Source: an optimization exercise on an open RTL-to-GDS flow (aim: small area). Production flows keep margins and buffers that such runs may drop.
Power is estimated from default activity; no workload was simulated.

==> flow/design.v <==
module prescaler (input clk, input rst, output reg tick, output reg tickPrev);
reg [5:0] q; reg f; reg h;
wire [5:0] l = q ^ 6'd21;
always @* case ({l[0], l[1], l[3], l[5]})
    4'd0: f = 1'b1;
    4'd1: f = 1'b0;
    4'd2: f = 1'b0;
    4'd3: f = 1'b1;
    4'd4: f = 1'b1;
    4'd5: f = 1'b0;
    4'd6: f = 1'b1;
    4'd7: f = 1'b0;
    4'd8: f = 1'b0;
    4'd9: f = 1'b1;
    4'd10: f = 1'b0;
    4'd11: f = 1'b1;
    4'd12: f = 1'b1;
    4'd13: f = 1'b0;
    4'd14: f = 1'b1;
    4'd15: f = 1'b0;
  endcase
always @(posedge clk) begin
  if (rst) q <= 6'd51; else q <= {l[4:0], f} ^ 6'd21;
  h <= !rst & (h ^ (l == 6'd51));
  tick <= !rst & h;
  tickPrev <= !rst & tick;
end
endmodule
module debouncer (
	input button,
	input clk,
	input rst,
	output reg bt_act
);
reg [5:0] q;
reg f;
wire [5:0] r = q ^ 6'b010101;
always @*
	case ({r[2], r[3], r[4], r[5]})
		4'd0, 4'd1, 4'd3, 4'd5, 4'd7, 4'd8, 4'd10, 4'd13, 4'd15: f = 1'b0;
		default: f = 1'b1;
	endcase
wire done = (r == 6'd0);
always @(posedge clk) begin
	if (rst | !button) q <= 6'h1d ^ 6'b010101;
	else q <= {r[4:0], f} ^ 6'b010101;
	bt_act <= !rst & done;
end
endmodule
module dek7seg(
	input [3:0] data_in,
	output [6:0] disp
);
wire A = data_in[3], B = data_in[2], C = data_in[1], D = data_in[0];
assign disp[0] = A | C | (B & D) | (~B & ~D);
assign disp[1] = ~B | (~C & ~D) | (C & D);
assign disp[2] = B | ~C | D;
assign disp[3] = A | (~B & ~D) | (~B & C) | (C & ~D) | (B & ~C & D);
assign disp[4] = (~B & ~D) | (C & ~D);
assign disp[5] = A | (~C & ~D) | (B & ~C) | (B & ~D);
assign disp[6] = A | (~B & C) | (B & ~C) | (C & ~D);
endmodule
module UP2_TOP
(
	MCLK,
	RST,
	FLEX_DIGIT_1,
	FLEX_DIGIT_2,
	LED,
	BT,
	DISP1,
	DISP2,
	DISP3,
	DISP4
);
input MCLK;	 
input RST;	 
output [6:0] FLEX_DIGIT_1;
output [6:0] FLEX_DIGIT_2;
output [15:0] LED;
input [3:0] BT;
output [6:0] DISP1;
output [6:0] DISP2;
output [6:0] DISP3;
output [6:0] DISP4;
wire tick, tickPrev;
prescaler prescalerMod(.clk(MCLK), .rst(RST), .tick(tick), .tickPrev(tickPrev));
wire secEv = ~tick & tickPrev;
wire plusBtn, minusBtn, modeBtn, resetBtn;
debouncer plusDb (.clk(MCLK), .rst(RST), .button(BT[2]), .bt_act(plusBtn));
debouncer minusDb(.clk(MCLK), .rst(RST), .button(BT[0]), .bt_act(minusBtn));
debouncer modeDb (.clk(MCLK), .rst(RST), .button(BT[3]), .bt_act(modeBtn));
debouncer resetDb(.clk(MCLK), .rst(RST), .button(BT[1]), .bt_act(resetBtn));
reg plusPrev, minusPrev, modePrev;
always @(posedge MCLK) begin
	plusPrev <= plusBtn;
	minusPrev <= minusBtn;
	modePrev <= ~RST & modeBtn;
end
wire modeFall = modePrev & ~modeBtn;
reg [2:0] st;
reg ch;
wire [2:0] stn = !resetBtn ? 3'd0 : modeFall ? ((st == 3'd4) ? 3'd0 : st + 3'd1) : st;
always @(posedge MCLK) begin
	if (RST) st <= 3'd0;
	else st <= stn;
	ch <= (stn != st);
end
wire stop = (st == 3'd0);
wire s1 = (st == 3'd1), s2 = (st == 3'd2), s3 = (st == 3'd3), s4 = (st == 3'd4);
wire plusEv  = ~plusBtn & (ch | plusPrev);
wire minusEv = ~minusBtn & (ch | minusPrev);
reg [3:0] secU, minU, hU;
reg [2:0] secT, minT;
reg [1:0] hT;
reg pc1, pc2, pc3, pc4, pc5;
wire clr = RST | ~resetBtn;
wire cSecU = (secU > 4'd4);
wire cSecT = (secT > 3'd2);
wire cMinU = (minU > 4'd4);
wire cMinT = (minT > 3'd2);
wire h2 = (hT == 2'd2);
wire cHU = h2 ? (hU >= 4'd2) : (hU >= 4'd5);
always @(posedge MCLK)
	if (RST) {pc1, pc2, pc3, pc4, pc5} <= 5'd0;
	else {pc1, pc2, pc3, pc4, pc5} <= {cSecU, cSecT, cMinU, cMinT, cHU};
wire incSecU = secEv & stop;
wire incSecT = ~cSecU & pc1 & stop;
wire incMinU = (~cSecT & pc2 & stop) | (s4 & plusEv);
wire decMinU = s4 & minusEv;
wire incMinT = (~cMinU & pc3 & stop) | (s3 & plusEv);
wire decMinT = s3 & minusEv;
wire incHU   = (~cMinT & pc4 & stop) | (s2 & plusEv);
wire decHU   = s2 & minusEv;
wire incHT   = (~cHU & pc5 & stop) | (s1 & plusEv);
wire decHT   = s1 & minusEv;
always @(posedge MCLK) begin
	if (clr) secU <= 4'd0;
	else if (incSecU) secU <= (secU == 4'd9) ? 4'd0 : secU + 4'd1;
	if (clr) secT <= 3'd0;
	else if (incSecT) secT <= (secT == 3'd5) ? 3'd0 : secT + 3'd1;
	if (clr) minU <= 4'd0;
	else if (decMinU) minU <= (minU == 4'd0) ? 4'd9 : minU - 4'd1;
	else if (incMinU) minU <= (minU == 4'd9) ? 4'd0 : minU + 4'd1;
	if (clr) minT <= 3'd0;
	else if (decMinT) minT <= (minT == 3'd0) ? 3'd5 : minT - 3'd1;
	else if (incMinT) minT <= (minT == 3'd5) ? 3'd0 : minT + 3'd1;
	if (clr) hU <= 4'd0;
	else if (decHU) hU <= (hU == 4'd0) ? (h2 ? 4'd3 : 4'd9) : hU - 4'd1;
	else if (incHU) hU <= (hU >= (h2 ? 4'd3 : 4'd9)) ? 4'd0 : hU + 4'd1;
	if (clr) hT <= 2'd0;
	else if (decHT) hT <= (hT == 2'd0) ? 2'd2 : hT - 2'd1;
	else if (incHT) hT <= (hT == 2'd2) ? 2'd0 : hT + 2'd1;
end
wire [6:0] segSecU, segSecT;
dek7seg d0 (.data_in(secU), .disp(segSecU));
dek7seg d1 (.data_in({1'b0, secT}), .disp(segSecT));
dek7seg d2 (.data_in(minU), .disp(DISP4));
dek7seg d3 (.data_in({1'b0, minT}), .disp(DISP3));
dek7seg d4 (.data_in(hU), .disp(DISP2));
dek7seg d5 (.data_in({2'b00, hT}), .disp(DISP1));
assign FLEX_DIGIT_2 = ~segSecU;
assign FLEX_DIGIT_1 = ~segSecT;
assign LED[15] = stop;
assign LED[14] = resetBtn;
assign LED[13] = cSecU;
assign LED[12] = tick;
assign LED[11] = ~s4 | plusBtn;
assign LED[10] = ~s4 | minusBtn;
assign LED[9]  = ~s3 | plusBtn;
assign LED[8]  = ~s3 | minusBtn;
assign LED[7]  = ~s2 | plusBtn;
assign LED[6]  = ~s2 | minusBtn;
assign LED[5]  = ~s1 | plusBtn;
assign LED[4]  = ~s1 | minusBtn;
assign LED[3]  = 1'b0;
assign LED[2:0] = st;
endmodule
Settings: LEC_CHECK=0, CAP_MARGIN=20, CORE_MARGIN=2, CORE_UTILIZATION=70, SLEW_MARGIN=20; clock period 8.0 ns.
standard.sh (not shown) runs the stock make flow with config.mk's settings and CLKGATE_MAP_FILE= SYNTH_SCRIPT=/design/flow/synth_recipe.tcl, a recipe that flattens the netlist after the stock synthesis.
==> flow/flow/run.sh <==
#!/bin/bash
# Layout flow: the standard synthesis, then the combinational logic between
# the (unchanged) registers is re-mapped by ABC for area, then the standard
# ORFS flow from floorplan to finish with small port buffers and a lean clock tree.
set -euo pipefail
W=$(pwd)
R=$W/orfs/results/sky130hd/UP2_TOP/base
LIB=$FLOW_HOME/platforms/sky130hd/lib/sky130_fd_sc_hd__tt_025C_1v80.lib
source $W/flow/settings.sh

bash standard.sh "${EXTRA[@]}" synth > $W/log_1_synth.txt 2>&1
cp $R/1_2_yosys.v $W/std_1_2_yosys.v

# combinational cell models (sequential cells stay black boxes)
yosys -q -p "read_liberty -ignore_miss_func $LIB; write_verilog -noattr $W/all_cells.v" > $W/log_2_cells.txt 2>&1
python3 $W/flow/comb_cells.py $W/all_cells.v $W/comb_cells.v >> $W/log_2_cells.txt 2>&1

sed -e "s#@LIB@#$LIB#g" -e "s#@IN@#$W/std_1_2_yosys.v#g" -e "s#@OUT@#$W/reopt.v#g" \
    -e "s#@COMB@#$W/comb_cells.v#g" -e "s#@ABC@#$W/flow/area.abc#g" $W/flow/reopt.ys > $W/reopt_run.ys
yosys -s $W/reopt_run.ys > $W/log_3_reopt.txt 2>&1
cp $W/reopt.v $R/1_2_yosys.v
rm -f $R/1_synth.odb $R/1_synth.sdc

bash standard.sh "${EXTRA[@]}" finish > $W/log_4_finish.txt 2>&1
==> flow/flow/settings.sh <==
EXTRA=(
  "BUFFER_PORTS_ARGS=-buffer_cell sky130_fd_sc_hd__buf_1"
  "CTS_ARGS=-sink_clustering_enable -sink_clustering_size 25 -sink_clustering_max_diameter 500 -buf_list sky130_fd_sc_hd__clkbuf_4 -dont_use_dummy_load -repair_clock_nets"
)
Other scripts of this flow, unchanged in this note and not shown: flow/flow/area.abc, flow/flow/comb_cells.py, flow/flow/reopt.ys
The starting point completed with no timing, DRC or antenna violations.
Edit:
==> flow/flow/settings.sh (replaced) <==
EXTRA=(
  "BUFFER_PORTS_ARGS=-buffer_cell sky130_fd_sc_hd__buf_1"
)
--- a/flow/config.mk
+++ b/flow/config.mk
@@ -10 +10 @@
-export CORE_UTILIZATION = 70
+export CORE_UTILIZATION = 40
What happened: The new run ran to the end with no violations. Global-route usage went down by 14 points. Count of clock-buffer cells in the layout is higher by 4. Wire length drops by about 3.4%. Sequential power stays flat.
Edit:
==> flow/flow/settings.sh (replaced) <==
EXTRA=(
  "BUFFER_PORTS_ARGS=-buffer_cell sky130_fd_sc_hd__buf_1"
  "CTS_ARGS=-sink_clustering_enable -sink_clustering_size 40 -sink_clustering_max_diameter 500 -buf_list sky130_fd_sc_hd__clkbuf_8 -dont_use_dummy_load -repair_clock_nets"
)
--- a/flow/config.mk
+++ b/flow/config.mk
@@ -10 +10 @@
-export CORE_UTILIZATION = 40
+export CORE_UTILIZATION = 60
After rerunning: The new run finished clean. Critical path depth stays the same. Wire length is lower by 6.3%. Sequential share of layout area is higher by 1.7 points. Final area is lower by about 4%. Core utilization is higher by 22 points. Maximum frequency is higher by 2.5%. Total power is lower by 16%. Area after synthesis stays the same. Worst setup slack improves by 0.088 ns. Clock-buffer cell count is lower by 4.
No run of this note included a check of the RTL's function; only the layout flow was run.

re-timing with driven ports:
How much do the figures lean on ideal ports? The routed layouts below were timed once more, with nothing changed but the port constraints.
Step 1 sets driving cells, clkbuf_16 on the clock port and buf_2 on the other inputs (assumed; they add their load-dependent delay and slew).
Step 2, shift: input delay + t, output delay - t, t = (earliest + latest rising clock arrival at the registers) / 2. This alone moves slack from input paths to output paths.
Slacks: ideal ports / drivers / drivers and shift; pairs: ideal ports / drivers.
| run | shift t [ns] | setup slack, ns | hold WS [ns] | clock arrival spread, ns | worst data-port slew with drivers (ns) |
|---|---|---|---|---|---|
| the first run | 0.417 | 4.382 / 4.380 / 3.963 | 0.381 / 0.381 / 0.381 | 0.025 / 0.025 | 0.04 |
| the second run | 0.363 | 4.355 / 4.361 / 3.998 | 0.368 / 0.368 / 0.368 | 0.007 / 0.008 | 0.03 |
| the third run | 0.355 | 4.443 / 4.447 / 4.091 | 0.357 / 0.357 / 0.357 | 0.020 / 0.021 | 0.03 |
After both steps setup and hold are still met in every run listed. The setup slack of the first run, which loses most, moves by -0.002 ns with the drivers and by -0.419 ns with both steps.
